What follows belongs to an exercise in optimizing a design on an open flow for small area, a short achievable clock period and few clock cycles; a production flow would make more cautious choices.
Where RTL was checked, it was by simulation tests only, not by an equivalence proof against the original.
Function not checked in run 7: the RTL went through the layout flow alone.

## design/flow/config.mk

```make
export PLATFORM = sky130hd
export DESIGN_NAME = std_sdiv_pipe
export DESIGN_NICKNAME = std_sdiv_pipe
export VERILOG_FILES = /design/flow/design.v
export SDC_FILE = /design/flow/constraint.sdc
export NUM_CORES = 4
export LEC_CHECK = 0
export CAP_MARGIN = 20
export CORE_MARGIN = 2
export CORE_UTILIZATION = 40
export PLACE_DENSITY = 0.6
export SLEW_MARGIN = 20
```

## design/flow/constraint.sdc

```tcl
create_clock -name core_clock -period 6.0 [get_ports {clk}]
set_input_delay 1.2000 -clock core_clock [delete_from_list [all_inputs] [get_ports {clk}]]
set_output_delay 1.2000 -clock core_clock [all_outputs]
set_load 0.01 [all_outputs]
```

## design/flow/design.v

```verilog
module sdiv_sub32 (
    input  logic [31:0] a,
    input  logic [31:0] b,
    input  logic        cin,
    output logic [31:0] diff,
    output logic        ge
);
  logic [32:0] g [0:6];
  logic [32:0] p [0:6];
  logic [31:0] x;
  assign x = a ^ ~b;
  assign g[0][0] = cin;
  assign p[0][0] = 1'b0;
  genvar i, l;
  generate
    for (i = 0; i < 32; i = i + 1) begin : gen_gp
      assign g[0][i+1] = a[i] & ~b[i];
      assign p[0][i+1] = x[i];
    end
    for (l = 0; l < 6; l = l + 1) begin : gen_lvl
      for (i = 0; i < 33; i = i + 1) begin : gen_node
        if (((i >> l) & 1) == 1) begin : gen_op
          localparam integer J = ((i >> l) << l) - 1;
          assign g[l+1][i] = g[l][i] | (p[l][i] & g[l][J]);
          assign p[l+1][i] = p[l][i] & p[l][J];
        end else begin : gen_pass
          assign g[l+1][i] = g[l][i];
          assign p[l+1][i] = p[l][i];
        end
      end
    end
    for (i = 0; i < 32; i = i + 1) begin : gen_sum
      assign diff[i] = x[i] ^ g[6][i];
    end
  endgenerate
  assign ge = g[6][32];
endmodule
module std_sdiv_pipe #(
    parameter WIDTH = 32
) (
    input                           reset,
    input                           clk,
    input                           go,
    input  logic signed [WIDTH-1:0] left,
    input  logic signed [WIDTH-1:0] right,
    output logic signed [WIDTH-1:0] out_quotient,
    output logic signed [WIDTH-1:0] out_remainder,
    output logic                    done
);
  function automatic [5:0] clz32(input [31:0] x);
    logic [15:0] v1; logic [15:0]      c1;
    logic [7:0]  v2; logic [7:0][1:0]  c2;
    logic [3:0]  v4; logic [3:0][2:0]  c4;
    logic [1:0]  v8; logic [1:0][3:0]  c8;
    logic        v16; logic [4:0]      c16;
    integer i;
    begin
      for (i = 0; i < 16; i = i + 1) begin
        v1[i] = x[2*i+1] | x[2*i];
        c1[i] = ~x[2*i+1];
      end
      for (i = 0; i < 8; i = i + 1) begin
        v2[i] = v1[2*i+1] | v1[2*i];
        c2[i] = v1[2*i+1] ? {1'b0, c1[2*i+1]} : {1'b1, c1[2*i]};
      end
      for (i = 0; i < 4; i = i + 1) begin
        v4[i] = v2[2*i+1] | v2[2*i];
        c4[i] = v2[2*i+1] ? {1'b0, c2[2*i+1]} : {1'b1, c2[2*i]};
      end
      for (i = 0; i < 2; i = i + 1) begin
        v8[i] = v4[2*i+1] | v4[2*i];
        c8[i] = v4[2*i+1] ? {1'b0, c4[2*i+1]} : {1'b1, c4[2*i]};
      end
      v16 = v8[1] | v8[0];
      c16 = v8[1] ? {1'b0, c8[1]} : {1'b1, c8[0]};
      clz32 = v16 ? {1'b0, c16} : 6'd32;
    end
  endfunction
  localparam logic [1:0] IDLE = 2'd0, ALIGN = 2'd1, ITER = 2'd2, FIX = 2'd3;
  logic [1:0]  phase;
  logic [31:0] P, D, Q;
  logic [4:0]  cnt;
  logic        last, cin;
  logic        s, ls;
  wire [31:0] abs_l = left[31] ? -left : left;
  wire [31:0] abs_r = right[31] ? -right : right;
  wire        l_nz = |left;
  wire        r_nz = |right;
  wire        sgn = left[31] ^ right[31];
  wire [5:0]  sh = clz32(D) - clz32(P);
  wire [31:0] diff;
  wire        ge;
  sdiv_sub32 u_sub (.a(P), .b(D), .cin(cin), .diff(diff), .ge(ge));
  wire        p_zero = (P == 32'd0);
  wire        skip = sh[5] | (s & ~ge);
  always_ff @(posedge clk) begin
    if (reset) begin
      phase <= IDLE;
      done <= 1'b0;
    end else begin
      done <= 1'b0;
      case (phase)
        IDLE: if (go) begin
          if (l_nz & r_nz) phase <= ALIGN;
          else done <= 1'b1;
        end
        ALIGN: if (!skip) phase <= ITER;
        else if (ls | s) phase <= FIX;
        else begin
          phase <= IDLE;
          done <= 1'b1;
        end
        ITER: if (last) begin
          if (ls | s) phase <= FIX;
          else begin
            phase <= IDLE;
            done <= 1'b1;
          end
        end
        FIX: begin
          phase <= IDLE;
          done <= 1'b1;
        end
      endcase
    end
  end
  always_ff @(posedge clk) begin
    case (phase)
      IDLE: if (go) begin
        P <= r_nz ? abs_l : left;
        D <= abs_r;
        Q <= (l_nz & ~r_nz) ? (sgn ? 32'd1 : 32'hffffffff) : 32'd0;
        s <= sgn;
        ls <= left[31];
        cin <= 1'b1;
      end
      ALIGN: begin
        if (!sh[5]) D <= D << sh[4:0];
        else if (!s) D <= 32'd0;
        if (s & ge) P <= diff;
        Q <= {32{s & ~skip}};
        cnt <= sh[4:0];
        last <= (sh[4:0] == 5'd0);
        cin <= ~(skip & ls);
      end
      ITER: begin
        if (ge) P <= diff;
        Q <= {Q[30:0], ge ^ s};
        if (!last) D <= {1'b0, D[31:1]};
        else if (!s) D <= 32'd0;
        cnt <= cnt - 5'd1;
        last <= (cnt == 5'd1);
        cin <= ~(last & ls);
      end
      FIX: begin
        P <= (s & p_zero) ? 32'd0 : (ls ? ~diff : diff);
      end
    endcase
  end
  assign out_quotient = Q;
  assign out_remainder = P;
endmodule
```

## design/flow/run.sh

```bash
#!/bin/bash
# synth_recipe.tcl (not shown) runs the flow's synth.tcl, then flattens the netlist and writes it again
# the make line also repeats each setting of config.mk as NAME=value (left out here)
make -C /OpenROAD-flow-scripts/flow DESIGN_CONFIG=/design/flow/config.mk WORK_HOME=/design/flow/orfs CLKGATE_MAP_FILE= SYNTH_SCRIPT=/design/flow/synth_recipe.tcl finish
```

==> impl_results.md, run 1 <==
* Status: finished clean
* Post-layout utilization of the core at 0.4776
* RSZ-0062 raised after global routing: false
* Dpl hpwl at 24.59 mm
* Routed wire per std cell at 19.56 um
* Worst Max-Slew Pin Slew at ~1 ns
* Port bufs at around 130
* Critical Path, Cell by Cell: nor4_1 > nand2_1 > nor4_1 > o21ai_0 > a211oi_1 > nor3_1 > nor3_1 > o311ai_0 > fa_2 > buf_4 > mux4_2 > nand2_1 > nand2_1 > o21ai_0 > a211oi_1 > a31o_1 > a222oi_1 > o21ai_1
* Worst path slowest cell: fa_2
* Hold WS at 0.5912 ns
* Skew-Pair Late Insertion Delay at 0.37 ns
* Die Ht at 168.6 um
* Pre-CTS WS at 0.3866 ns
* Inserted Clock Buffers at 9
* # fillers at about 2,600
* Crit path DAT at 5.71 ns
* Clock slew at reported path FFs at 0.09 ns
* Slew margin rel. at 0.3157
* Post-synth EDFFs at 105
* Pin count of the biggest net entering global routing at 68
* R2R cell count at 18
* Clock Skew at 0.01314 ns
* DRT Wirelength at 33.41 mm
* Synth unique cells at 74
* Max stage delay on crit path at between 0.9 and 1 ns
* Core box area at 26,800 um2
* Final max-slew violation count at 0
* Endpoints failing hold at 0
* DRT iter0 DRCs at between 900 and 1,000
* Worst flop-to-flop path endpoint: D[28]
* Setup bufs post-CTS at 0
* R2R Setup Slk at 0.40 ns
* Die W at approximately 170 um
* CTS tree: yes
* Most frequent cells in the layout: nand2_1 (132), clkdlybuf4s50_1 (131), a21oi_1 (116), edfxtp_1 (105), nor2_1 (99)
* DR vias/cell at 6.023
* CP delay by family, top: compound AO/OA/AOI/OAI gates
* Top_reg_cell synth: edfxtp_1
* Synth warnings at 4
* DR vias at between 10,000 and 15,000
* RD Place Congestion at a little under 1
* Mapped Avg Cell Area at 8.386 um2
* Synthesized Nets at 1,413
* Max cap viols at 0
* Critical path launch point type: flip-flop
* HP Class: reg -> reg
* CP max FO at 18
* Setup Total Neg Slack at 0 ns
* First drt pass iteration count at 6
* Max Root-Sink Buffers at 2
* WS Path Type: reg -> reg
* Final setup viols at 0
* DRC at 0
* Area Overhead vs Synth at 18.05%
* Layout cells sized above 1 at 0.08486
* Hold Crit Start: phase[0]
* CP dominant cell by count: nand2_1
* H-tree levels at 3
* Critical Path Source: P[8]
* Minimum clock period at 5.604 ns
* Vias in the first global route at 9,810
* Crit path buf inv count at 1
* FP Rows at 60
* Slack of the critical path at 0.3961 ns
* Tcrit/Tclk final at 0.9340
* Initial Utilization at 0.4046
* Diode count at 0
* FMAX at 178.4 MHz
* Most common cell after layout, fill and taps aside: nand2_1
* Initial antenna violation count at 0
* IO Count at about 130
* CP endpoint: D[28]
* Post-synth design cell area at 10,840 um2
* WP depth at 18
* Clk sink count at 108
* Post-synthesis register bit count at 108
* Crit. End Element: flip-flop
* Post-synth ARST share at 0
* Gr usage total at 0.2326
* Layout Nets at approximately 1,500
* Final global-route overflow total at 0
* Root buffer cell: clkbuf_16
* R2R Path Start: P[8]
* Die area at about 28,000 um2
* Worst Path Required at ~6 ns
* Detail Route Antenna Nets at 0
* Post-Synthesis Cells at 1,293
* First-pass GRT wire length at ~53 mm
* Seq/Total Area, Yosys at 0.2963
[worst min-delay path, cell delays in order, from the launching register on]
cell and delay (ns):
dfxtp_1 0.36, nor2_1 0.12, a211oi_1 0.06
[through the flow]
step                      instance area [um2]  instances
final                                   12800       1708
after global routing                    12800       1708
after CTS                               12790       1708
after detailed placement                12480       1692
after global placement                  12480       1692
after floorplan                         10850       1293
[layer usage]
metal  vias to the layer above  track usage  part of all wire
met3                        52      0.02993             0.054
met2                       326       0.3856              0.48
met5                         -            0                 0
li1                       4947            -                 -
met1                      4962       0.3216              0.45
met4                         0      0.06222             0.020
[area by class of cell]
cell class / instances / area [um2] / share of cell area
inverter: 62 / 232.7 / 0.01818
sequential: 108 / 3213 / 0.2510
tap: 341 / 426.7 / 0.03333
clock inverter: 7 / 83.83 / 0.006549
timing repair buffer: 170 / 1604 / 0.1253
clock buffer: 9 / 225.2 / 0.01760
multi-input combinational: 1011 / 7014 / 0.5480
[flip-flops by register name, summed over array words and instances, names as in the netlist, 2 cells and up]
| register | cells |
|---|---|
| D | 32 |
| P | 32 |
| Q | 32 |
| cnt | 5 |
| phase | 2 |
[cell usage after synthesis (7+ instances only)]
master	number	share of area
edfxtp_1	105	0.29
nor4_1	16	0.0092
nand3_1	41	0.019
nand2_1	132	0.046
inv_1	62	0.021
nor2b_1	14	0.0081
o21ai_1	71	0.033
o22ai_1	8	0.0046
nor3_1	35	0.016
a222oi_1	25	0.023
xor2_1	30	0.024
buf_1	7	0.0024
fa_1	7	0.013
nor2_1	100	0.035
or4_1	7	0.0048
a21oi_1	116	0.054
nand2b_1	11	0.0063
o31ai_1	29	0.020
or3_1	11	0.0063
mux4_2	22	0.046
ha_1	46	0.053
clkbuf_1	91	0.032
mux2i_1	39	0.036
a21o_1	8	0.0055
a221o_1	12	0.011
buf_2	12	0.0055
o21ai_0	39	0.018
a31oi_1	9	0.0052
a211oi_1	36	0.025
xnor2_1	60	0.048
[worst min path at each step]
stage	depth (start not counted)	to	slack (ns)
2_1_floorplan	2	phase[0]	0.52
3_3_place_gp	2	phase[0]	0.56
3_5_place_dp	2	phase[0]	0.57
4_1_cts	2	phase[0]	0.59
5_1_grt	2	phase[0]	0.63
6_report	2	phase[0]	0.59
[kinds of logic after synthesis]
| group | share of synthesized area |
|---|---|
| AND/OR/NAND/NOR | 0.1801 |
| buffers and inverters | 0.06301 |
| multiplexers | 0.08608 |
| adder cells (fa/ha/maj) | 0.06600 |
| flip-flops | 0.2963 |
| XOR/XNOR | 0.07270 |
| AO/OA/AOI/OAI | 0.2358 |
[timing repair]
item,4_1_cts,5_1_grt
endpoints found under the setup margin,0,3
hold buffers,0,0
resized for setup,0,1
Testbench counts, summed over its fixed seeds: cycles 12,688.
==> inputs of run 2 (changes only) <==
--- a/design/flow/config.mk
+++ b/design/flow/config.mk
@@ -5,8 +5,10 @@
 export SDC_FILE = /design/flow/constraint.sdc
 export NUM_CORES = 4
 export LEC_CHECK = 0
+export ABC_AREA = 1
 export CAP_MARGIN = 20
 export CORE_MARGIN = 2
 export CORE_UTILIZATION = 40
 export PLACE_DENSITY = 0.6
+export SETUP_SLACK_MARGIN = 1.0
 export SLEW_MARGIN = 20
==> run 2 against run 1 <==
Via count up 37%. Register-to-register slack better by 1.3 ns. Synthesized cell count up 58%. Global-route usage up 4.5 points. Critical path type unchanged. Critical path depth down 1. Hold slack worse by 0.044 ns. Still clean on timing, DRC and antenna. Fmax up 30%. Sequential cell count unchanged.
==> impl_results.md, run 2 <==
* Status: finished clean (unchanged)
* Post-synthesis register bit count at 108 (unchanged)
* DR vias/cell at 5.591 (was 6.023)
* Setup Total Neg Slack at 0 ns (unchanged)
* R2R cell count at 17 (was 18)
* Die Ht at 179.9 um (was 168.6 um)
* Vias in the first global route at 13,040 (was 9,810)
* Top Registers: D: 32 flops, P: 32 flops, Q: 32 flops (unchanged)
* Skew-Pair Late Insertion Delay at 0.38 ns (was 0.37 ns)
* Tcrit/Tclk final at 0.7207 (was 0.9340)
* Mapped Avg Cell Area at 6.045 um2 (was 8.386 um2)
* Most common library cells after synthesis: nand2_1 (719), nand3_1 (276), inv_1 (181) (was nand2_1 (132), a21oi_1 (116), edfxtp_1 (105))
* RD Place Congestion at 1.036 (was 0.9667)
* CP dominant cell by count: nand2_1 (unchanged)
* Top sig layer: met4 (unchanged)
* Post-Synthesis Cells at 2,047 (was 1,293)
* Inserted Clock Buffers at 9 (unchanged)
* Hold Buf Count CTS at 0 (unchanged)
* Pin count of the biggest net entering global routing at 48 (was 68)
* DRT iter0 DRCs at 1,340 (was 917)
* Synthesized Nets at 2,167 (was 1,413)
* Most frequent cells in the layout: nand2_1 (719), nand3_1 (276), inv_1 (181), nor2_1 (161), clkdlybuf4s50_1 (131) (was nand2_1 (132), clkdlybuf4s50_1 (131), a21oi_1 (116), edfxtp_1 (105), nor2_1 (99))
* Cell with the most instances after synthesis: nand2_1 (unchanged)
* DRT Wirelength at 45.67 mm (was 33.41 mm)
* Post-synth design cell area at 12,370 um2 (was 10,840 um2)
* Critical path launch point type: flip-flop (unchanged)
* DRC at 0 (unchanged)
* Die area at 32,360 um2 (was 28,440 um2)
* Clock slew at reported path FFs at 0.10 ns (was 0.09 ns)
* Minimum clock period at 4.324 ns (was 5.604 ns)
* Post-CTS sizing at 0 (unchanged)
* Max Root-Sink Buffers at 2 (unchanged)
* CP max FO at 34 (was 18)
* Final max-slew violation count at 0 (unchanged)
* Post-synth ARST share at 0 (unchanged)
* WS Path Type: reg -> reg (unchanged)
* Worst Max-Slew Pin Slew at 0.9225 ns (was 1.026 ns)
* Clk sink count at 108 (unchanged)
* Dpl hpwl at 34.34 mm (was 24.59 mm)
* Met3 wire length at 3.601 mm (was 1.808 mm)
* Worst flop-to-flop path endpoint: D[30] (was D[28])
* First-pass GRT wire length at 72.64 mm (was 53.39 mm)
* Final setup viols at 0 (unchanged)
* Crit. End Element: flip-flop (unchanged)
* Post-synth EDFFs at 105 (unchanged)
* Gr usage total at 0.2775 (was 0.2326)
* Critical Path Source: D[2] (was P[8])
* # fillers at 3,228 (was 2,592)
* Top_reg_cell synth: edfxtp_1 (unchanged)
* Root buffer cell: clkbuf_16 (unchanged)
* Most common cell after layout, fill and taps aside: nand2_1 (unchanged)
* Critical Path, Cell by Cell: nor2_1 > o21ai_0 > nand2_1 > o211ai_1 > a2111oi_0 > fa_1 > xnor2_2 > buf_4 > inv_2 > nand3_1 > nand2_1 > o21ai_0 > nand2_1 > nand2_1 > nand2_1 > nand3_1 > a21oi_1 (was nor4_1 > nand2_1 > nor4_1 > o21ai_0 > a211oi_1 > nor3_1 > nor3_1 > o311ai_0 > fa_2 > buf_4 > mux4_2 > nand2_1 > nand2_1 > o21ai_0 > a211oi_1 > a31o_1 > a222oi_1 > o21ai_1)
* Worst path slowest cell: a2111oi_0 (was fa_2)
* DR vias at 14,070 (was 10,290)
* Seq/Total Area, Yosys at 0.2597 (was 0.2963)
* Max stage delay on crit path at 0.81 ns (was 0.92 ns)
* Detail Route Antenna Nets at 0 (unchanged)
* CP endpoint: D[30] (was D[28])
* Final global-route overflow total at 0 (unchanged)
* Post-layout utilization of the core at 0.4677 (was 0.4776)
* Endpoints failing hold at 0 (unchanged)
* FMAX at 231.3 MHz (was 178.4 MHz)
* Worst hold stages at 2 (unchanged)
* Clock Skew at 0.01895 ns (was 0.01314 ns)
* Synth area leaders: edfxtp_1 (25%), nand2_1 (22%), nand3_1 (11%), inv_1 (5.5%), a21oi_1 (5.1%) (was edfxtp_1 (29%), a21oi_1 (5.4%), ha_1 (5.3%), xnor2_1 (4.8%), nand2_1 (4.6%))
* Layout cells sized above 1 at 0.04338 (was 0.08486)
* Crit path buf inv count at 2 (was 1)
* IO Count at 132 (unchanged)
* Setup bufs post-CTS at 0 (unchanged)
* RSZ-0062 raised after global routing: false (unchanged)
* Area Overhead vs Synth at 15.33% (was 18.05%)
* WP depth at 17 (was 18)
* Die W at 179.9 um (was 168.6 um)
* HP Class: reg -> reg (unchanged)
* Hold WS at 0.5471 ns (was 0.5912 ns)
* Worst Path Required at 6.11 ns (about the same)
* Port bufs at 131 (unchanged)
* Synth unique cells at 46 (was 74)
* Diode count at 0 (unchanged)
* Top-area cell type share of the netlist area at 0.2548 (was 0.2908)
* Max cap viols at 0 (unchanged)
* Initial antenna violation count at 1 (was 0)
* CTS tree: yes (unchanged)
* H-tree levels at 3 (unchanged)
* Crit path DAT at 4.43 ns (was 5.71 ns)
* FP Rows at 64 (was 60)
* WL met1 at 19.73 mm (was 14.90 mm)
* Initial Utilization at 0.4056 (was 0.4046)
* Synth warnings at 4 (unchanged)
* Largest area contributor in the netlist: edfxtp_1 (unchanged)
* Slew margin rel. at 0.3691 (was 0.3157)
* R2R Setup Slk at 1.68 ns (was 0.40 ns)
* R2R Path Start: D[2] (was P[8])
* Routed wire per std cell at 18.14 um (was 19.56 um)
* Layout Nets at 2,236 (was 1,482)
* Core box area at 30,510 um2 (was 26,800 um2)
* DR WL met2 at 21.04 mm (was 16.03 mm)
* First drt pass iteration count at 6 (unchanged)
* CP delay by family, top: compound AO/OA/AOI/OAI gates (unchanged)
## run 2: cell count changes in the layout (fill, tap and decap cells not counted), sizes merged, moves of 15 or more
| cell | before | now |
|---|---|---|
| nor2 | 101 | 177 |
| o31ai | 31 | 1 |
| a222oi | 25 | 0 |
| a211oi | 36 | 17 |
| nand3 | 41 | 277 |
| inv | 67 | 195 |
| nor4 | 19 | 4 |
| mux4 | 22 | 0 |
| xnor2 | 60 | 9 |
| buf | 39 | 22 |
| nand4 | 6 | 27 |
| nand2 | 133 | 733 |
| mux2i | 40 | 0 |
## run 2: worst reg2reg max path: cells and delay by family, from the launching register on
| family | cells | cell delay [ns] |
|---|---|---|
| compound gates | 5 | 1.48 |
| xor+xnor | 1 | 0.13 |
| fa+ha+maj | 1 | 0.40 |
| buf+inv | 2 | 0.65 |
| flops | 1 | 0.53 |
| simple gates | 8 | 0.88 |
## run 2: logic make-up after synthesis
| logic type | Yosys count | synth area share |
|---|---|---|
| flip-flops | 108 | 0.2597 |
| adder cells (fa/ha/maj) | 53 | 0.05784 |
| AND/OR/NAND/NOR | 1268 | 0.4353 |
| XOR/XNOR | 27 | 0.01911 |
| AO/OA/AOI/OAI | 303 | 0.1347 |
| buffers and inverters | 288 | 0.09334 |
## run 2: through the flow
| step | cells | instance area (um2) | setup slack (ns) |
|---|---|---|---|
| after floorplan | 2047 | 12370 | 1.506 |
| after global placement | 2501 | 13950 | 1.726 |
| after detailed placement | 2501 | 13950 | 1.788 |
| after CTS | 2517 | 14270 | 1.760 |
| after global routing | 2517 | 14270 | 1.373 |
| final | 2517 | 14270 | 1.676 |
## run 2: final cells by class
cell class | count | area, um2 | share of cell area
well taps | 396 | 495.5 | 0.03472
inverters | 193 | 724.4 | 0.05077
clock inverters | 7 | 91.34 | 0.006401
flip-flops and latches | 108 | 3213 | 0.2252
multi-input cells | 1651 | 8044 | 0.5637
clock buffers | 9 | 225.2 | 0.01578
repair buffers | 153 | 1476 | 0.1035
## run 2: worst min-delay path by stage
stage	end	start
after detailed placement	phase[1]	phase[1]
after global routing	phase[1]	phase[1]
after CTS	phase[1]	phase[1]
after global placement	phase[1]	phase[1]
after floorplan	phase[1]	phase[1]
final	phase[1]	phase[1]
## run 2: metal layers
metal,vias up,global-route usage
met5,-,0
li1,6922,-
met3,78,0.04761
met4,0,0.08943
met2,546,0.4579
met1,6527,0.3688
==> inputs of run 3 (changes only) <==
--- a/design/flow/config.mk
+++ b/design/flow/config.mk
@@ -10,5 +10,5 @@
 export CORE_MARGIN = 2
 export CORE_UTILIZATION = 40
 export PLACE_DENSITY = 0.6
-export SETUP_SLACK_MARGIN = 1.0
+export SETUP_SLACK_MARGIN = 2.5
 export SLEW_MARGIN = 20
==> run 3 against run 2 <==
Critical path type unchanged. Sequential cell count unchanged. Clock-buffer cell count unchanged. First-iteration DRC count increased by 29%. Non-clock buffer count increased by 150. Clock skew increased by 0.0035 ns. Sequential share of layout area decreased by 3.4 points.
==> impl_results.md, run 3 <==
* Seq/Total Area, Yosys at 0.2597 (unchanged)
* Critical path launch point type: flip-flop (unchanged)
* Largest area contributor in the netlist: edfxtp_1 (unchanged)
* Crit path DAT at 3.86 ns (was 4.43 ns)
* Synthesized Nets at 2,167 (unchanged)
* Minimum clock period at 3.629 ns (was 4.324 ns)
* Port bufs at 131 (unchanged)
* Die area at 32,360 um2 (unchanged)
* Worst Max-Slew Pin Slew at 1.037 ns (was 0.9225 ns)
* Post-synth design cell area at 12,370 um2 (unchanged)
* Final setup viols at 0 (unchanged)
* IO Count at 132 (unchanged)
* Die W at 179.9 um (unchanged)
* R2R Setup Slk at 2.37 ns (was 1.68 ns)
* Diode count at 0 (unchanged)
* RD Place Congestion at 0.9509 (was 1.036)
* HP Class: reg -> reg (unchanged)
* Final max-slew violation count at 0 (unchanged)
* Clk sink count at 108 (unchanged)
* DRC at 0 (unchanged)
* Hold Buf Count CTS at 0 (unchanged)
* Crit. End Element: flip-flop (unchanged)
* Non-filler cells, final at 2,672 (was 2,517)
* Endpoints failing hold at 0 (unchanged)
* Layout cells sized above 1 at 0.1951 (was 0.04338)
* Routed wire per std cell at 19.42 um (was 18.14 um)
* Initial Utilization at 0.4056 (unchanged)
* Worst Path Required at 6.23 ns (was 6.11 ns)
* Synth unique cells at 46 (unchanged)
* Top-area cell type share of the netlist area at 0.2548 (unchanged)
* Top_reg_cell synth: edfxtp_1 (unchanged)
* FP Rows at 64 (unchanged)
* R2R cell count at 19 (was 17)
* DRT Wirelength at 51.89 mm (was 45.67 mm)
* FMAX at 275.6 MHz (was 231.3 MHz)
* Status: finished clean (unchanged)
* Dpl hpwl at 34.67 mm (was 34.34 mm)
* Clock Skew at 0.02241 ns (was 0.01895 ns)
* Vias in the first global route at 13,880 (was 13,040)
* H-tree levels at 3 (unchanged)
* Most common cell after layout, fill and taps aside: nand2_1 (unchanged)
* Core box area at 30,510 um2 (unchanged)
* Top Registers: D: 32 flops, P: 32 flops, Q: 32 flops (unchanged)
* Cells after DPL at 2,502 (was 2,501)
* Post-synth ARST share at 0 (unchanged)
* DR vias at 15,260 (was 14,070)
* RSZ-0062 raised after global routing: true (was false)
* Clock slew at reported path FFs at 0.10 ns (about the same)
* Initial antenna violation count at 0 (was 1)
* Detail Route Antenna Nets at 0 (unchanged)
* DRT iter0 DRCs at 1,727 (was 1,340)
* Gr usage total at 0.2985 (was 0.2775)
* # fillers at 3,014 (was 3,228)
* Worst hold stages at 2 (unchanged)
* CP max FO at 8 (was 34)
* Post-synthesis register bit count at 108 (unchanged)
* Post-Synthesis Cells at 2,047 (unchanged)
* Area Overhead vs Synth at 35.75% (was 15.33%)
* WS Path Type: reg -> reg (unchanged)
* Slew margin rel. at 0.3087 (was 0.3691)
* Most common library cells after synthesis: nand2_1 (719), nand3_1 (276), inv_1 (181) (unchanged)
* Cell with the most instances after synthesis: nand2_1 (unchanged)
* Setup Total Neg Slack at 0 ns (unchanged)
* DR vias/cell at 5.711 (was 5.591)
* Max Root-Sink Buffers at 2 (unchanged)
* Final global-route overflow total at 0 (unchanged)
* CTS tree: yes (unchanged)
* First drt pass iteration count at 9 (was 6)
* Inserted Clock Buffers at 9 (unchanged)
* First-pass GRT wire length at 77.36 mm (was 72.64 mm)
* Tcrit/Tclk final at 0.6048 (was 0.7207)
* Most frequent cells in the layout: nand2_1 (682), nand3_1 (204), inv_1 (168), buf_4 (143), nor2_1 (133) (was nand2_1 (719), nand3_1 (276), inv_1 (181), nor2_1 (161), clkdlybuf4s50_1 (131))
* Post-synth EDFFs at 105 (unchanged)
* Pin count of the biggest net entering global routing at 47 (was 48)
* Skew-Pair Late Insertion Delay at 0.39 ns (was 0.38 ns)
* Mapped Avg Cell Area at 6.045 um2 (unchanged)
* Max cap viols at 0 (unchanged)
* Root buffer cell: clkbuf_16 (unchanged)
* Synth warnings at 4 (unchanged)
* Layout Nets at 2,391 (was 2,236)
* Synth area leaders: edfxtp_1 (25%), nand2_1 (22%), nand3_1 (11%), inv_1 (5.5%), a21oi_1 (5.1%) (unchanged)
* Die Ht at 179.9 um (unchanged)
-- run 3: area by class of cell --
cell class | count | area [um2] | area share
Clock buffer | 9 | 225.2 | 0.01341
Sequential cell | 108 | 3213 | 0.1913
Inverter | 193 | 754.5 | 0.04492
Multi-Input combinational cell | 1656 | 9105 | 0.5421
Clock inverter | 7 | 93.84 | 0.005587
Tap cell | 396 | 495.5 | 0.02950
Timing Repair Buffer | 303 | 2909 | 0.1732
-- run 3: routing by layer --
layer  track usage  share of wire  vias up
li1              -              -     7266
met1        0.3879           0.41     7158
met2        0.4939           0.47      698
met3       0.05166          0.080      138
met4        0.1158          0.044        0
met5             0              0        -
-- run 3: kinds of logic (layout without fill, tap and decap cells) --
logic type / count (synthesis) / after routing / synth area share
and+or+nand+nor: 1268 / 1273 / 0.4353
AOI/OAI and AO/OA: 303 / 303 / 0.1347
xor gates and xnor gates: 27 / 27 / 0.01911
adders and majority gates: 53 / 53 / 0.05784
DFF: 108 / 108 / 0.2597
buffers and inverters: 288 / 512 / 0.09334
-- run 3: repair_timing --
| action | 4_1_cts | 5_1_grt |
|---|---|---|
| setup buffers | 98 | 44 |
| resized for setup | 125 | 189 |
| endpoints found under the setup margin | 116 | 154 |
| pin swaps | 39 | 83 |
| cloned | 7 | 5 |
-- run 3: critical path: stages (launching register included) --
cell      delay [ns]
edfxtp_1        0.46
nor2_1          0.08
nand3_1         0.09
nor2_2          0.06
buf_4           0.13
buf_4           0.13
a221oi_2        0.27
o211ai_1        0.12
buf_4           0.17
fa_2            0.61
inv_4           0.08
buf_12          0.13
buf_16          0.15
nand3_4         0.08
nand3_1         0.11
a21oi_1         0.20
nor2_2          0.05
o21ai_2         0.21
nand3_1         0.14
a21oi_2         0.19
-- run 3: per-stage QoR --
stage	worst slack, ns	hold slack (ns)	instance area, um2	utilization
floorplan	2.516	0.4863	12390	-
global placement	1.513	0.5255	13970	0.4578
detailed placement	1.639	0.5334	13970	0.4578
CTS	2.449	0.5485	15610	0.5115
global route	2.277	0.5763	16800	0.5505
finish	2.371	0.5490	16800	0.5505
-- run 3: worst paths after layout --
check	from	end
max reg2reg	P[11]	D[19]
min reg2reg	phase[1]	phase[1]
max	P[11]	D[19]
min	phase[1]	phase[1]
==> inputs of run 4 (changes only) <==
--- a/design/flow/config.mk
+++ b/design/flow/config.mk
@@ -8,7 +8,6 @@
 export ABC_AREA = 1
 export CAP_MARGIN = 20
 export CORE_MARGIN = 2
-export CORE_UTILIZATION = 40
-export PLACE_DENSITY = 0.6
-export SETUP_SLACK_MARGIN = 2.5
+export CORE_UTILIZATION = 65
+export PLACE_DENSITY = 0.75
 export SLEW_MARGIN = 20
==> run 4 against run 3 <==
Still clean. Hold slack better by 0.013 ns. Synthesized area stayed put. Wire length is 18% lower. Final cell count is 12% lower. Utilization is 20 points higher. First-iteration DRC count is 21% higher. Cell area is 16% lower. Clock skew is 0.0093 ns lower.
==> impl_results.md, run 4 <==
* Status: finished clean (unchanged)
* Vias in the first global route at 12,950 (was 13,880)
* Gr usage total at 0.4152 (was 0.2985)
* DP Area at 13,750 um2 (was 13,970 um2)
* Root buffer cell: clkbuf_16 (unchanged)
* Post-CTS sizing at 0 (was 125)
* Hold WS at 0.5621 ns (was 0.5490 ns)
* Port bufs at 131 (unchanged)
* Hold Crit Start: phase[1] (unchanged)
* Detail Route Antenna Nets at 0 (unchanged)
* Setup Total Neg Slack at 0 ns (unchanged)
* First-pass GRT wire length at 66.41 mm (was 77.36 mm)
* Hold Buf Count CTS at 0 (unchanged)
* Mapped Avg Cell Area at 6.045 um2 (unchanged)
* Worst hold stages at 2 (unchanged)
* Post-synthesis register bit count at 108 (unchanged)
* Hold EP: phase[1] (unchanged)
* Most common cell after layout, fill and taps aside: nand2_1 (unchanged)
* Slew margin rel. at 0.2750 (was 0.3087)
* Pin count of the biggest net entering global routing at 66 (was 47)
* Crit path DAT at 4.91 ns (was 3.86 ns)
* Post-layout utilization of the core at 0.7516 (was 0.5505)
* Skew-Pair Late Insertion Delay at 0.38 ns (was 0.39 ns)
* Post-synth ARST share at 0 (unchanged)
* Top_reg_cell synth: edfxtp_1 (unchanged)
* Most common library cells after synthesis: nand2_1 (719), nand3_1 (276), inv_1 (181) (unchanged)
* Max cap viols at 0 (unchanged)
* Routed wire per std cell at 18.03 um (was 19.42 um)
* Pre-CTS WS at 1.604 ns (was 1.639 ns)
* Clk sink count at 108 (unchanged)
* RD Place Congestion at 1.087 (was 0.9509)
* Synth area leaders: edfxtp_1 (25%), nand2_1 (22%), nand3_1 (11%), inv_1 (5.5%), a21oi_1 (5.1%) (unchanged)
* Crit path buf inv count at 4 (was 6)
* FP Rows at 50 (was 64)
* Area Overhead vs Synth at 13.63% (was 35.75%)
* DRC at 0 (unchanged)
* Die Ht at 142.0 um (was 179.9 um)
* Tcrit/Tclk final at 0.7801 (was 0.6048)
* CTS tree: yes (unchanged)
* FMAX at 213.6 MHz (was 275.6 MHz)
* Endpoints failing hold at 0 (unchanged)
* Largest area contributor in the netlist: edfxtp_1 (unchanged)
* Inserted Clock Buffers at 9 (unchanged)
* IO Count at 132 (unchanged)
* R2R cell count at 19 (unchanged)
* Setup bufs post-CTS at 0 (was 98)
* Initial antenna violation count at 3 (was 0)
* Non-filler cells, final at 2,356 (was 2,672)
* DRT iter0 DRCs at 2,094 (was 1,727)
* Seq/Total Area, Yosys at 0.2597 (unchanged)
* Final max-slew violation count at 0 (unchanged)
* Crit. End Element: flip-flop (unchanged)
* Worst flop-to-flop path endpoint: D[10] (was D[19])
* Initial Utilization at 0.6615 (was 0.4056)
* CP max FO at 34 (was 8)
* CP dominant cell by count: nand3_1
* WS Path Type: reg -> reg (unchanged)
* Synth unique cells at 46 (unchanged)
* DR vias at 14,800 (was 15,260)
* CP delay by family, top: compound AO/OA/AOI/OAI gates (unchanged)
* Worst Max-Slew Pin Slew at 1.085 ns (was 1.037 ns)
* Max Root-Sink Buffers at 2 (unchanged)
* Die W at 142.0 um (was 179.9 um)
* Clock Skew at 0.01312 ns (was 0.02241 ns)
* R2R Path Start: D[9] (was P[11])
* RSZ-0062 raised after global routing: false (was true)
* Worst path slowest cell: edfxtp_1 (was fa_2)
* Top Registers: D: 32 flops, P: 32 flops, Q: 32 flops (unchanged)
* H-tree levels at 3 (unchanged)
* Critical Path, Cell by Cell: inv_2 > nand2_1 > nor2_1 > nand2_1 > a21oi_1 > o21ai_0 > nand3_1 > ha_1 > inv_1 > fa_1 > xnor2_2 > buf_4 > inv_2 > nand3_1 > nand3_1 > o21ai_0 > o21ai_0 > nand3_1 > a21oi_1 (was nor2_1 > nand3_1 > nor2_2 > buf_4 > buf_4 > a221oi_2 > o211ai_1 > buf_4 > fa_2 > inv_4 > buf_12 > buf_16 > nand3_4 > nand3_1 > a21oi_1 > nor2_2 > o21ai_2 > nand3_1 > a21oi_2)
* Die area at 20,160 um2 (was 32,360 um2)
* Slack of the critical path at 1.319 ns (was 2.371 ns)
* Max stage delay on crit path at 0.57 ns (was 0.61 ns)
* First drt pass iteration count at 7 (was 9)
* Dpl hpwl at 31.25 mm (was 34.67 mm)
* Post-synth EDFFs at 105 (unchanged)
* Cell with the most instances after synthesis: nand2_1 (unchanged)
* Final Cell Area at 14,060 um2 (was 16,800 um2)
* Synth warnings at 4 (unchanged)
* Final setup viols at 0 (unchanged)
* Top-area cell type share of the netlist area at 0.2548 (unchanged)
* Post-Synthesis Cells at 2,047 (unchanged)
* Synthesized Nets at 2,167 (unchanged)
* R2R Setup Slk at 1.32 ns (was 2.37 ns)
* HP Class: reg -> reg (unchanged)
* Minimum clock period at 4.681 ns (was 3.629 ns)
* WP depth at 19 (unchanged)
* Worst Path Required at 6.23 ns (about the same)
* Layout Nets at 2,236 (was 2,391)
* Post-synth design cell area at 12,370 um2 (unchanged)
* Most frequent cells in the layout: nand2_1 (719), nand3_1 (276), inv_1 (181), nor2_1 (161), clkdlybuf4s50_1 (131) (was nand2_1 (682), nand3_1 (204), inv_1 (168), buf_4 (143), nor2_1 (133))
* DR vias/cell at 6.284 (was 5.711)
* DRT Wirelength at 42.47 mm (was 51.89 mm)
* Critical path launch point type: flip-flop (unchanged)
* Final global-route overflow total at 0 (unchanged)
* Clock slew at reported path FFs at 0.08 ns (was 0.10 ns)
* Core box area at 18,710 um2 (was 30,510 um2)
* Layout cells sized above 1 at 0.04338 (was 0.1951)
* Cells after DPL at 2,339 (was 2,502)
[run 4: final cells by class]
| class | count | area [um2] |
|---|---|---|
| Tap cell | 234 | 292.8 |
| Multi-Input combinational cell | 1651 | 8039 |
| Clock inverter | 7 | 86.33 |
| Timing Repair Buffer | 153 | 1476 |
| Clock buffer | 9 | 225.2 |
| Fill cell | 1554 | 4646 |
| Antenna cell | 1 | 2.502 |
| Sequential cell | 108 | 3213 |
| Inverter | 193 | 724.4 |
[run 4: worst max-delay path by stage]
stage / slack [ns] / start / to
6_report: 1.32 / D[9] / D[10]
4_1_cts: 1.58 / D[7] / D[10]
5_1_grt: 1.05 / D[12] / D[10]
2_1_floorplan: 1.51 / D[0] / P[0]
3_3_place_gp: 1.81 / D[0] / P[12]
3_5_place_dp: 1.60 / D[7] / D[10]
[run 4: worst register-to-register path, stage by stage, from the launching register on]
cell	delay [ns]
edfxtp_1	0.57
inv_2	0.16
nand2_1	0.06
nor2_1	0.18
nand2_1	0.15
a21oi_1	0.19
o21ai_0	0.15
nand3_1	0.12
ha_1	0.18
inv_1	0.08
fa_1	0.43
xnor2_2	0.16
buf_4	0.24
inv_2	0.49
nand3_1	0.19
nand3_1	0.13
o21ai_0	0.16
o21ai_0	0.53
nand3_1	0.18
a21oi_1	0.18
[run 4: kinds of logic (layout without fill, tap and decap cells)]
group           Yosys count  in the layout  synth area share
compound gates          303            303            0.1347
simple gates           1268           1268            0.4353
xor+xnor                 27             27           0.01911
other cells               0              1                 0
buf+inv                 288            362           0.09334
flops                   108            108            0.2597
fa+ha+maj                53             53           0.05784
[run 4: per-layer routing]
metal / up-vias / track usage / share of wire
met5: - / 0 / 0.00026
met4: 2 / 0.1500 / 0.043
met3: 183 / 0.1164 / 0.14
met2: 1064 / 0.6380 / 0.43
met1: 6617 / 0.5622 / 0.39
li1: 6938 / - / -
==> inputs of run 5 (changes only) <==
--- a/design/flow/config.mk
+++ b/design/flow/config.mk
@@ -8,6 +8,6 @@
 export ABC_AREA = 1
 export CAP_MARGIN = 20
 export CORE_MARGIN = 2
-export CORE_UTILIZATION = 65
-export PLACE_DENSITY = 0.75
+export CORE_UTILIZATION = 40
+export PLACE_DENSITY = 0.6
 export SLEW_MARGIN = 20
==> run 5 against run 4 <==
Fmax is 8.3% higher. Final cell count is 6.8% higher. Die area is 61% higher. Sequential share of layout area is 0.34 points lower. Critical endpoint is now D[30].
==> impl_results.md, run 5 <==
* Status: finished clean (unchanged)
* Post-synth EDFFs at 105 (unchanged)
* Seq/Total Area, Yosys at 0.2597 (unchanged)
* HP Class: reg -> reg (unchanged)
* DR vias/cell at 5.591 (was 6.284)
* RSZ-0062 raised after global routing: false (unchanged)
* Critical Path, Cell by Cell: nor2_1 > o21ai_0 > nand2_1 > o211ai_1 > a2111oi_0 > fa_1 > xnor2_2 > buf_4 > inv_2 > nand3_1 > nand2_1 > o21ai_0 > nand2_1 > nand2_1 > nand2_1 > nand3_1 > a21oi_1 (was inv_2 > nand2_1 > nor2_1 > nand2_1 > a21oi_1 > o21ai_0 > nand3_1 > ha_1 > inv_1 > fa_1 > xnor2_2 > buf_4 > inv_2 > nand3_1 > nand3_1 > o21ai_0 > o21ai_0 > nand3_1 > a21oi_1)
* Synth Area in XOR/XNOR at 0.01911 (unchanged)
* CP max FO at 34 (unchanged)
* Dpl hpwl at 34.34 mm (was 31.25 mm)
* Largest family of logic cells by synthesized area: simple AND/OR/NAND/NOR gates (unchanged)
* Most frequent cells in the layout: nand2_1 (719), nand3_1 (276), inv_1 (181), nor2_1 (161), clkdlybuf4s50_1 (131) (unchanged)
* CTS tree: yes (unchanged)
* Setup bufs post-CTS at 0 (unchanged)
* DP Area at 13,950 um2 (was 13,750 um2)
* CP dominant cell by count: nand2_1 (was nand3_1)
* Synth warnings at 4 (unchanged)
* Max cap viols at 0 (unchanged)
* Crit. End Element: flip-flop (unchanged)
* GRT busiest layer: met2 (unchanged)
* Cell with the most instances after synthesis: nand2_1 (unchanged)
* Final setup viols at 0 (unchanged)
* Layout Nets at 2,236 (unchanged)
* Post-synth design cell area at 12,370 um2 (unchanged)
* Top-area cell type share of the netlist area at 0.2548 (unchanged)
* Clk sink count at 108 (unchanged)
* Most common library cells after synthesis: nand2_1 (719), nand3_1 (276), inv_1 (181) (unchanged)
* Vias in the first global route at 13,040 (was 12,950)
* Die W at 179.9 um (was 142.0 um)
* Adder-cell share of the synthesized area at 0.05784 (unchanged)
* Endpoints failing hold at 0 (unchanged)
* Most common cell after layout, fill and taps aside: nand2_1 (unchanged)
* Grt met1 use at 0.3688 (was 0.5622)
* Die area at 32,360 um2 (was 20,160 um2)
* First drt pass iteration count at 6 (was 7)
* Max Root-Sink Buffers at 2 (unchanged)
* DRT Wirelength at 45.67 mm (was 42.47 mm)
* Post-synth ARST share at 0 (unchanged)
* WS Path Type: reg -> reg (unchanged)
* Met3 Use GR at 0.04761 (was 0.1164)
* DRT iter0 DRCs at 1,340 (was 2,094)
* Worst Path Required at 6.11 ns (was 6.23 ns)
* DRC at 0 (unchanged)
* Setup Total Neg Slack at 0 ns (unchanged)
* Final Cell Area at 14,270 um2 (was 14,060 um2)
* Die Ht at 179.9 um (was 142.0 um)
* Gr usage total at 0.2775 (was 0.4152)
* Synth unique cells at 46 (unchanged)
* Worst Max-Slew Pin Slew at 0.9225 ns (was 1.085 ns)
* Routed wire per std cell at 18.14 um (was 18.03 um)
* H-tree levels at 3 (unchanged)
* DR vias at 14,070 (was 14,800)
* Root buffer cell: clkbuf_16 (unchanged)
* FMAX at 231.3 MHz (was 213.6 MHz)
* CP delay by family, top: compound AO/OA/AOI/OAI gates (unchanged)
* Skew-Pair Late Insertion Delay at 0.38 ns (about the same)
* Final global-route overflow total at 0 (unchanged)
* Port bufs at 131 (unchanged)
* Post-synthesis register bit count at 108 (unchanged)
* Clock slew at reported path FFs at 0.10 ns (was 0.08 ns)
* Met2 Usage GRT at 0.4579 (was 0.6380)
* Detail Route Antenna Nets at 0 (unchanged)
* Largest area contributor in the netlist: edfxtp_1 (unchanged)
* Mapped Avg Cell Area at 6.045 um2 (unchanged)
* Top_reg_cell synth: edfxtp_1 (unchanged)
* Tcrit/Tclk final at 0.7207 (was 0.7801)
* FP Rows at 64 (was 50)
* IO Count at 132 (unchanged)
* Area Overhead vs Synth at 15.33% (was 13.63%)
* Critical path launch point type: flip-flop (unchanged)
* Core box area at 30,510 um2 (was 18,710 um2)
* Pin count of the biggest net entering global routing at 48 (was 66)
* Diode count at 0 (was 1)
* Initial Utilization at 0.4056 (was 0.6615)
* First-pass GRT wire length at 72.64 mm (was 66.41 mm)
* Post-CTS sizing at 0 (unchanged)
* Clock Skew at 0.01895 ns (was 0.01312 ns)
* RD Place Congestion at 1.036 (was 1.087)
* Inserted Clock Buffers at 9 (unchanged)
* Top Registers: D: 32 flops, P: 32 flops, Q: 32 flops (unchanged)
* Slew margin rel. at 0.3691 (was 0.2750)
* Post-Synthesis Cells at 2,047 (unchanged)
* Synth area leaders: edfxtp_1 (25%), nand2_1 (22%), nand3_1 (11%), inv_1 (5.5%), a21oi_1 (5.1%) (unchanged)
* Complex-gate fraction of the synthesized area at 0.1347 (unchanged)
* Minimum clock period at 4.324 ns (was 4.681 ns)
* Worst path slowest cell: a2111oi_0 (was edfxtp_1)
* Crit path buf inv count at 2 (was 4)
* Hold Buf Count CTS at 0 (unchanged)
* Max stage delay on crit path at 0.81 ns (was 0.57 ns)
* Crit path DAT at 4.43 ns (was 4.91 ns)
* Synthesized Nets at 2,167 (unchanged)
* Post-synthesis simple-gate area fraction at 0.4353 (unchanged)
* Final max-slew violation count at 0 (unchanged)
* Initial antenna violation count at 1 (was 3)
* Proportion of synthesized area in mux cells at 0 (unchanged)
* Layout cells sized above 1 at 0.04338 (unchanged)
==> run 5: cell counts after synthesis <==
No cell type changed its count.
==> run 5: worst reg2reg max path, stage by stage, from the launching register on <==
cell       delay (ns)
edfxtp_1         0.53
nor2_1           0.23
o21ai_0          0.13
nand2_1          0.07
o211ai_1         0.12
a2111oi_0        0.81
fa_1             0.40
xnor2_2          0.13
buf_4            0.33
inv_2            0.32
nand3_1          0.17
nand2_1          0.10
o21ai_0          0.34
nand2_1          0.09
nand2_1          0.09
nand2_1          0.05
nand3_1          0.08
a21oi_1          0.08
==> run 5: layout make-up <==
| class | count | area (um2) |
|---|---|---|
| fillers | 3228 | 16240 |
| multi-input cells | 1651 | 8044 |
| flip-flops and latches | 108 | 3213 |
| repair buffers | 153 | 1476 |
| inverters | 193 | 724.4 |
| well taps | 396 | 495.5 |
| clock buffers | 9 | 225.2 |
| clock inverters | 7 | 91.34 |
==> run 5: through the flow <==
step             util  instances  setup WS [ns]  hold slack, ns
5_1_grt        0.4677       2517          1.373          0.5810
3_5_place_dp   0.4573       2501          1.788          0.5261
3_3_place_gp   0.4573       2501          1.726          0.5214
6_report       0.4677       2517          1.676          0.5471
4_1_cts        0.4677       2517          1.760          0.5390
2_1_floorplan       -       2047          1.506          0.4863
==> run 5: final timing paths <==
kind | start | end | slack [ns] | cells past startpoint
setup / recovery | D[2] | D[30] | 1.68 | 17
hold / removal | phase[1] | phase[1] | 0.55 | 2
setup reg to reg | D[2] | D[30] | 1.68 | 17
hold reg to reg | phase[1] | phase[1] | 0.55 | 2
==> run 5: layer usage <==
metal	share of wire	up-vias
li1	-	6922
met1	0.43	6527
met2	0.46	546
met3	0.079	78
met4	0.029	0
met5	0	-
==> run 5: cells by family after synthesis <==
family          Yosys count
buf+inv                 288
xor+xnor                 27
fa+ha+maj                53
simple gates           1268
flops                   108
compound gates          303
==> inputs of run 6 (changes only) <==
--- a/design/flow/config.mk
+++ b/design/flow/config.mk
@@ -10,4 +10,5 @@
 export CORE_MARGIN = 2
 export CORE_UTILIZATION = 40
 export PLACE_DENSITY = 0.6
+export SETUP_SLACK_MARGIN = 2.0
 export SLEW_MARGIN = 20
==> run 6 against run 5 <==
Highest routed layer unchanged. Critical endpoint is now D[31]. Fmax rose by 13%. Sequential share of layout area fell by 0.88 points. First-iteration DRC count is 0.82% higher. Utilization rose by 1.9 points.
==> impl_results.md, run 6 <==
* Status: finished clean (unchanged)
* First-pass GRT wire length at 72.71 mm (was 72.64 mm)
* Mapped Avg Cell Area at 6.045 um2 (unchanged)
* Post-synth ARST share at 0 (unchanged)
* Crit path DAT at 3.95 ns (was 4.43 ns)
* DR vias at 14,350 (was 14,070)
* Root buffer cell: clkbuf_16 (unchanged)
* Vias in the first global route at 13,140 (was 13,040)
* Max Root-Sink Buffers at 2 (unchanged)
* Inserted Clock Buffers at 9 (unchanged)
* Area Overhead vs Synth at 20.04% (was 15.33%)
* Clock slew at reported path FFs at 0.09 ns (was 0.10 ns)
* CTS tree: yes (unchanged)
* Worst Max-Slew Pin Slew at 0.9994 ns (was 0.9225 ns)
* CP dominant cell by count: nand2_1 (unchanged)
* Core box area at 30,510 um2 (unchanged)
* R2R Setup Slk at 2.19 ns (was 1.68 ns)
* Die area at 32,360 um2 (unchanged)
* DR vias/cell at 5.573 (was 5.591)
* Endpoints failing hold at 0 (unchanged)
* Gr usage total at 0.2792 (was 0.2775)
* Post-synthesis register bit count at 108 (unchanged)
* RD Place Congestion at 0.9874 (was 1.036)
* DRT iter0 DRCs at 1,351 (was 1,340)
* Port bufs at 131 (unchanged)
* HP Class: reg -> reg (unchanged)
* Layout Nets at 2,293 (was 2,236)
* # fillers at 3,201 (was 3,228)
* Post-synth design cell area at 12,370 um2 (unchanged)
* RSZ-0062 raised after global routing: false (unchanged)
* Cell with the most instances after synthesis: nand2_1 (unchanged)
* Most common library cells after synthesis: nand2_1 (719), nand3_1 (276), inv_1 (181) (unchanged)
* Crit. End Element: flip-flop (unchanged)
* H-tree levels at 3 (unchanged)
* Initial antenna violation count at 0 (was 1)
* FP Rows at 64 (unchanged)
* Clk sink count at 108 (unchanged)
* DRT Wirelength at 46.17 mm (was 45.67 mm)
* Top-area cell type share of the netlist area at 0.2548 (unchanged)
* Setup Total Neg Slack at 0 ns (unchanged)
* Most common cell after layout, fill and taps aside: nand2_1 (unchanged)
* Synth unique cells at 46 (unchanged)
* Pre-CTS WS at 1.811 ns (was 1.788 ns)
* Slew margin rel. at 0.3267 (was 0.3691)
* Final setup viols at 0 (unchanged)
* Non-filler cells, final at 2,574 (was 2,517)
* Cells after DPL at 2,503 (was 2,501)
* Top Registers: D: 32 flops, P: 32 flops, Q: 32 flops (unchanged)
* Minimum clock period at 3.811 ns (was 4.324 ns)
* First drt pass iteration count at 8 (was 6)
* Critical Path, Cell by Cell: inv_2 > nand2_1 > nor2_1 > nand2_1 > a21oi_2 > o21ai_0 > nand3_1 > ha_1 > inv_1 > fa_1 > xnor2_2 > buf_8 > inv_6 > nand3_1 > nand2_1 > nand2_1 > nand3_1 > nand2_1 > nand2_1 > nand2_1 > o21ai_0 > nand2_1 > nand2_1 (was nor2_1 > o21ai_0 > nand2_1 > o211ai_1 > a2111oi_0 > fa_1 > xnor2_2 > buf_4 > inv_2 > nand3_1 > nand2_1 > o21ai_0 > nand2_1 > nand2_1 > nand2_1 > nand3_1 > a21oi_1)
* Slack of the critical path at 2.189 ns (was 1.676 ns)
* Layout cells sized above 1 at 0.07759 (was 0.04338)
* Final global-route overflow total at 0 (unchanged)
* Largest area contributor in the netlist: edfxtp_1 (unchanged)
* Synth warnings at 4 (unchanged)
* FMAX at 262.4 MHz (was 231.3 MHz)
* Skew-Pair Late Insertion Delay at 0.38 ns (about the same)
* WS Path Type: reg -> reg (unchanged)
* Worst Path Required at 6.13 ns (was 6.11 ns)
* Top_reg_cell synth: edfxtp_1 (unchanged)
* Die W at 179.9 um (unchanged)
* Clock Skew at 0.02115 ns (was 0.01895 ns)
* Synth area leaders: edfxtp_1 (25%), nand2_1 (22%), nand3_1 (11%), inv_1 (5.5%), a21oi_1 (5.1%) (unchanged)
* Most frequent cells in the layout: nand2_1 (717), nand3_1 (275), inv_1 (178), nor2_1 (154), clkdlybuf4s50_1 (131) (was nand2_1 (719), nand3_1 (276), inv_1 (181), nor2_1 (161), clkdlybuf4s50_1 (131))
* Diode count at 0 (unchanged)
* Routed wire per std cell at 17.94 um (was 18.14 um)
* Dpl hpwl at 34.11 mm (was 34.34 mm)
* Max stage delay on crit path at 0.49 ns (was 0.81 ns)
* IO Count at 132 (unchanged)
* Synthesized Nets at 2,167 (unchanged)
* Final max-slew violation count at 0 (unchanged)
* Post-synth EDFFs at 105 (unchanged)
* Pin count of the biggest net entering global routing at 74 (was 48)
* DRC at 0 (unchanged)
* Tcrit/Tclk final at 0.6352 (was 0.7207)
* Post-Synthesis Cells at 2,047 (unchanged)
* Worst path slowest cell: edfxtp_1 (was a2111oi_0)
* Hold Buf Count CTS at 0 (unchanged)
* Initial Utilization at 0.4056 (unchanged)
* Die Ht at 179.9 um (unchanged)
* Critical path launch point type: flip-flop (unchanged)
* Seq/Total Area, Yosys at 0.2597 (unchanged)
* Detail Route Antenna Nets at 0 (unchanged)
* CP max FO at 34 (unchanged)
* Max cap viols at 0 (unchanged)
[run 6: cell types whose count changed in the layout (fill, tap and decap cells not counted), sizes merged]
cell	previous run	this run
clkinv	5	1
inv	195	197
nand4	27	28
buf	22	78
clkinvlp	0	2
[run 6: repair_timing]
| item | in CTS | in global routing |
|---|---|---|
| setup buffers | 0 | 54 |
| gates cloned | 1 | 0 |
| pin swaps | 0 | 6 |
| gates resized for setup | 5 | 36 |
| endpoints found under the setup margin | 84 | 99 |
[run 6: cell families (layout without fill, tap and decap cells)]
kind of cell | after synthesis | after routing | synth area share
xor gates and xnor gates | 27 | 27 | 0.01911
AOI/OAI and AO/OA | 303 | 303 | 0.1347
and+or+nand+nor | 1268 | 1269 | 0.4353
adders and majority gates | 53 | 53 | 0.05784
DFF | 108 | 108 | 0.2597
buffers and inverters | 288 | 418 | 0.09334
[run 6: path summary, 6_finish.rpt]
kind | startpoint | to | cells after the start
setup / recovery | D[10] | D[31] | 23
setup reg to reg | D[10] | D[31] | 23
hold reg to reg | phase[1] | phase[1] | 2
hold / removal | phase[1] | phase[1] | 2
[run 6: layout make-up]
type,count,area [um2],share of cell area
timing repair buffer,209,1973,0.1328
sequential,108,3213,0.2163
multi-input combinational,1652,8128,0.5472
inverter,193,737.0,0.04962
clock buffer,9,225.2,0.01516
clock inverter,7,81.33,0.005476
tap,396,495.5,0.03336
[run 6: stage by stage]
step	hold WS (ns)	cell area [um2]	utilization
final	0.5339	14850	0.4868
after global routing	0.5711	14850	0.4868
after CTS	0.5352	14320	0.4692
after detailed placement	0.5214	13980	0.4583
after global placement	0.5124	13980	0.4583
after floorplan	0.4863	12380	-
[run 6: critical path, delay by kind of cell (launching register included)]
family | cells | cell delay, ns
and+or+nand+nor | 13 | 1.27
adders and majority gates | 2 | 0.60
buffers and inverters | 4 | 0.59
DFF | 1 | 0.49
AOI/OAI and AO/OA | 3 | 0.40
xor gates and xnor gates | 1 | 0.21
[run 6: layer usage]
| metal | part of all wire | routed length (um) | GRT usage |
|---|---|---|---|
| met5 | 0 | 0 | 0 |
| met4 | 0.034 | 1567 | 0.1083 |
| met3 | 0.083 | 3839 | 0.04842 |
| met2 | 0.46 | 21330 | 0.4559 |
| met1 | 0.42 | 19430 | 0.3678 |
==> inputs of run 7 (changes only) <==
--- a/design/flow/design.v
+++ b/design/flow/design.v
@@ -87,7 +87,20 @@
   wire        l_nz = |left;
   wire        r_nz = |right;
   wire        sgn = left[31] ^ right[31];
-  wire [5:0]  sh = clz32(D) - clz32(P);
+  function automatic ones_below(input [31:0] x);
+    integer i;
+    begin
+      ones_below = 1'b1;
+      for (i = 0; i < 31; i = i + 1)
+        if (x[i+1] & ~x[i]) ones_below = 1'b0;
+    end
+  endfunction
+  wire [31:0] l_x = left ^ {32{left[31]}};
+  wire [31:0] r_x = right ^ {32{right[31]}};
+  logic [5:0] cl, cr;
+  logic       zl, zr;
+  wire [6:0]  sh7 = {1'b0, cr} - {1'b0, cl} + {6'd0, zl} - {6'd0, zr};
+  wire [5:0]  sh = sh7[5:0];
   wire [31:0] diff;
   wire        ge;
   sdiv_sub32 u_sub (.a(P), .b(D), .cin(cin), .diff(diff), .ge(ge));
@@ -133,6 +146,10 @@
         s <= sgn;
         ls <= left[31];
         cin <= 1'b1;
+        cl <= clz32(l_x);
+        cr <= clz32(r_x);
+        zl <= left[31] & ones_below(l_x);
+        zr <= right[31] & ones_below(r_x);
       end
       ALIGN: begin
         if (!sh[5]) D <= D << sh[4:0];
--- a/design/flow/config.mk
+++ b/design/flow/config.mk
@@ -10,5 +10,4 @@
 export CORE_MARGIN = 2
 export CORE_UTILIZATION = 40
 export PLACE_DENSITY = 0.6
-export SETUP_SLACK_MARGIN = 2.0
 export SLEW_MARGIN = 20
==> run 7 against run 6 <==
Synthesized area is 17% higher. Hold slack better by 0.0030 ns. Sequential cell count grew 14.
==> impl_results.md, run 7 <==
* Status: finished clean (unchanged)
* Synthesized Nets at 2,435 (was 2,167)
* First-pass GRT wire length at 84.52 mm (was 72.71 mm)
* Mapped Avg Cell Area at 6.263 um2 (was 6.045 um2)
* Largest area contributor in the netlist: edfxtp_1 (unchanged)
* Seq/Total Area, Yosys at 0.2516 (was 0.2597)
* Synth unique cells at 62 (was 46)
* GRT busiest layer: met2 (unchanged)
* Critical path launch point type: flip-flop (unchanged)
* Hold WS at 0.5370 ns (was 0.5339 ns)
* Skew-Pair Late Insertion Delay at 0.46 ns (was 0.38 ns)
* Slew margin rel. at 0.2944 (was 0.3267)
* Max cap viols at 0 (unchanged)
* Pre-CTS WS at 1.882 ns (was 1.811 ns)
* Diode count at 0 (unchanged)
* Slack of the critical path at 1.782 ns (was 2.189 ns)
* Die area at 37,640 um2 (was 32,360 um2)
* Worst path slowest cell: nor2_2 (was edfxtp_1)
* DRT Wirelength at 54.38 mm (was 46.17 mm)
* Routed wire per std cell at 19.11 um (was 17.94 um)
* Die W at 194.0 um (was 179.9 um)
* Top-area cell type share of the netlist area at 0.2474 (was 0.2548)
* Top_reg_cell synth: edfxtp_1 (unchanged)
* Post-synth design cell area at 14,440 um2 (was 12,370 um2)
* Detail Route Antenna Nets at 0 (unchanged)
* IO Count at 132 (unchanged)
* RSZ-0062 raised after global routing: false (unchanged)
* Post-synth ARST share at 0 (unchanged)
* Tcrit/Tclk final at 0.7030 (was 0.6352)
* Layout Nets at 2,501 (was 2,293)
* Minimum clock period at 4.218 ns (was 3.811 ns)
* Crit. End Element: flip-flop (unchanged)
* Dpl hpwl at 41.17 mm (was 34.11 mm)
* Post-synthesis register bit count at 122 (was 108)
* Max Root-Sink Buffers at 2 (unchanged)
* Max stage delay on crit path at 0.65 ns (was 0.49 ns)
* Worst hold stages at 2 (unchanged)
* Hold Buf Count CTS at 0 (unchanged)
* Most frequent cells in the layout: nand2_1 (845), nand3_1 (230), inv_1 (225), nor2_1 (171), clkdlybuf4s50_1 (129) (was nand2_1 (717), nand3_1 (275), inv_1 (178), nor2_1 (154), clkdlybuf4s50_1 (131))
* Final setup viols at 0 (unchanged)
* Cell with the most instances after synthesis: nand2_1 (unchanged)
* FP Rows at 69 (was 64)
* Vias in the first global route at 14,590 (was 13,140)
* WS Path Type: reg -> reg (unchanged)
* HP Class: reg -> reg (unchanged)
* Most common cell after layout, fill and taps aside: nand2_1 (unchanged)
* RD Place Congestion at 0.9418 (was 0.9874)
* Port bufs at 131 (unchanged)
* Critical Path, Cell by Cell: fa_1 > fa_1 > ha_1 > inv_1 > fa_1 > nor2_1 > nor2_1 > nand3_1 > nand2_2 > nor2_2 > nand2_1 > nand3_1 > nand2_1 > nand2_1 > o21ai_0 (was inv_2 > nand2_1 > nor2_1 > nand2_1 > a21oi_2 > o21ai_0 > nand3_1 > ha_1 > inv_1 > fa_1 > xnor2_2 > buf_8 > inv_6 > nand3_1 > nand2_1 > nand2_1 > nand3_1 > nand2_1 > nand2_1 > nand2_1 > o21ai_0 > nand2_1 > nand2_1)
* Setup Total Neg Slack at 0 ns (unchanged)
* Cells after DPL at 2,814 (was 2,503)
* Pin count of the biggest net entering global routing at 74 (unchanged)
* R2R cell count at 15 (was 23)
* Clk sink count at 122 (was 108)
* Initial Utilization at 0.4060 (was 0.4056)
* Endpoints failing hold at 0 (unchanged)
* Post-CTS sizing at 0 (was 5)
* Met3 Use GR at 0.04453 (was 0.04842)
* DRT iter0 DRCs at 1,482 (was 1,351)
* Post-synth EDFFs at 119 (was 105)
* Inserted Clock Buffers at 17 (was 9)
* CP max FO at 23 (was 34)
* First drt pass iteration count at 6 (was 8)
* Crit path DAT at 4.39 ns (was 3.95 ns)
* # fillers at 3,778 (was 3,201)
* Clock slew at reported path FFs at 0.07 ns (was 0.09 ns)
* Top Registers: D: 32 flops, P: 32 flops, Q: 32 flops (unchanged)
* Final max-slew violation count at 0 (unchanged)
* Initial antenna violation count at 0 (unchanged)
* CTS tree: yes (unchanged)
* Non-filler cells, final at 2,846 (was 2,574)
* Worst Path Required at 6.17 ns (was 6.13 ns)
* Synth area leaders: edfxtp_1 (25%), nand2_1 (22%), nand3_1 (8.0%), inv_1 (5.8%), ha_1 (4.6%) (was edfxtp_1 (25%), nand2_1 (22%), nand3_1 (11%), inv_1 (5.5%), a21oi_1 (5.1%))
* Clock Skew at 0.01670 ns (was 0.02115 ns)
* Met2 Usage GRT at 0.4479 (was 0.4559)
* Worst Max-Slew Pin Slew at 1.056 ns (was 0.9994 ns)
* Most common library cells after synthesis: nand2_1 (845), nand3_1 (230), inv_1 (225) (was nand2_1 (719), nand3_1 (276), inv_1 (181))
* Synth warnings at 4 (unchanged)
* Grt met1 use at 0.3995 (was 0.3678)
* H-tree levels at 4 (was 3)
* Layout cells sized above 1 at 0.05451 (was 0.07759)
* Post-Synthesis Cells at 2,306 (was 2,047)
* FMAX at 237.1 MHz (was 262.4 MHz)
* Setup bufs post-CTS at 0 (unchanged)
* Area Overhead vs Synth at 14.53% (was 20.04%)
* DR vias/cell at 5.518 (was 5.573)
* DRC at 0 (unchanged)
* Final global-route overflow total at 0 (unchanged)
* Die Ht at 194.0 um (was 179.9 um)
* DR vias at 15,700 (was 14,350)
* Gr usage total at 0.2862 (was 0.2792)
* Root buffer cell: clkbuf_16 (unchanged)
* Core box area at 35,570 um2 (was 30,510 um2)
-- run 7: cell count changes after synthesis, sizes merged, moves of 9 or more --
cell    before  now
a21oi      127   97
buf         45   59
edfxtp     105  119
inv        192  237
nand2      733  854
nand3      277  234
nand3b       5   14
nor2       177  191
o211ai      10   27
o21ai      117  137
xnor2        9   48
xor2        18   40
-- run 7: metal layers --
layer / wire length (um) / up-vias
met5: 0 / -
met4: 1782 / 0
met3: 4075 / 96
met2: 23950 / 654
met1: 24570 / 7251
li1: - / 7702
-- run 7: critical path, delay by kind of cell, from the launching register on --
family | cells | cell delay [ns]
adders and majority gates | 4 | 1.55
and+or+nand+nor | 9 | 1.85
AOI/OAI and AO/OA | 1 | 0.08
DFF | 1 | 0.39
buffers and inverters | 1 | 0.06
-- run 7: worst paths after layout --
check             startpoint       end  slack [ns]
setup reg to reg       cr[0]     D[16]        1.78
setup / recovery       cr[0]     D[16]        1.78
hold / removal      phase[1]  phase[1]        0.54
hold reg to reg     phase[1]  phase[1]        0.54
-- run 7: cell type report --
class | count | area (um2) | share of cell area
Clock inverter | 14 | 137.6 | 0.008321
Sequential cell | 122 | 3633 | 0.2197
Tap cell | 461 | 576.8 | 0.03487
Multi-Input combinational cell | 1837 | 9383 | 0.5672
Clock buffer | 18 | 429.2 | 0.02595
Timing Repair Buffer | 152 | 1471 | 0.08896
Inverter | 242 | 909.6 | 0.05499
-- run 7: cells by family after synthesis --
family / after synthesis / share of synthesized area
adder cells (fa/ha/maj): 62 / 0.05839
AND/OR/NAND/NOR: 1370 / 0.4024
AO/OA/AOI/OAI: 315 / 0.1245
XOR/XNOR: 88 / 0.06168
multiplexers: 2 / 0.001386
buffers and inverters: 347 / 0.1001
flip-flops: 122 / 0.2516
-- run 7: through the flow --
step	util	instance area, um2
2_1_floorplan	-	14440
3_3_place_gp	0.4491	15970
3_5_place_dp	0.4491	15970
4_1_cts	0.4650	16540
5_1_grt	0.4650	16540
6_report	0.4650	16540

==> afterwards: timing with drivers on the ports <==
How much do the figures lean on ideal ports? The routed layouts below were timed once more, with nothing changed but the port constraints.
Step 1 sets driving cells, clkbuf_16 on the clock port and buf_2 on the other inputs (assumed; they add their load-dependent delay and slew).
Step 2 moves the port delays by t, midway between the first and last clock arrival at a register: inputs arrive t later, outputs are due t later. That takes back most of the time a late clock gives input paths.
Three values: ideal, step 1, step 2; two values: the first two.
run	t, ns	setup WS [ns]	clock arrival spread, ns
run 1	0.411	0.396 / 0.396 / 0.396	0.014 / 0.013
run 2	0.421	1.676 / 1.676 / 1.676	0.019 / 0.019
run 3	0.429	2.371 / 2.371 / 2.127	0.022 / 0.022
run 4	0.418	1.319 / 1.319 / 1.319	0.013 / 0.013
run 5	0.421	1.676 / 1.676 / 1.676	0.019 / 0.019
run 6	0.414	2.189 / 2.189 / 1.950	0.021 / 0.022
run 7	0.499	1.782 / 1.782 / 1.782	0.017 / 0.017
After both steps setup and hold are still met in every run listed. For run 3, which loses most, drivers alone change the setup slack by 0.000 ns; drivers and shift together by -0.244 ns.
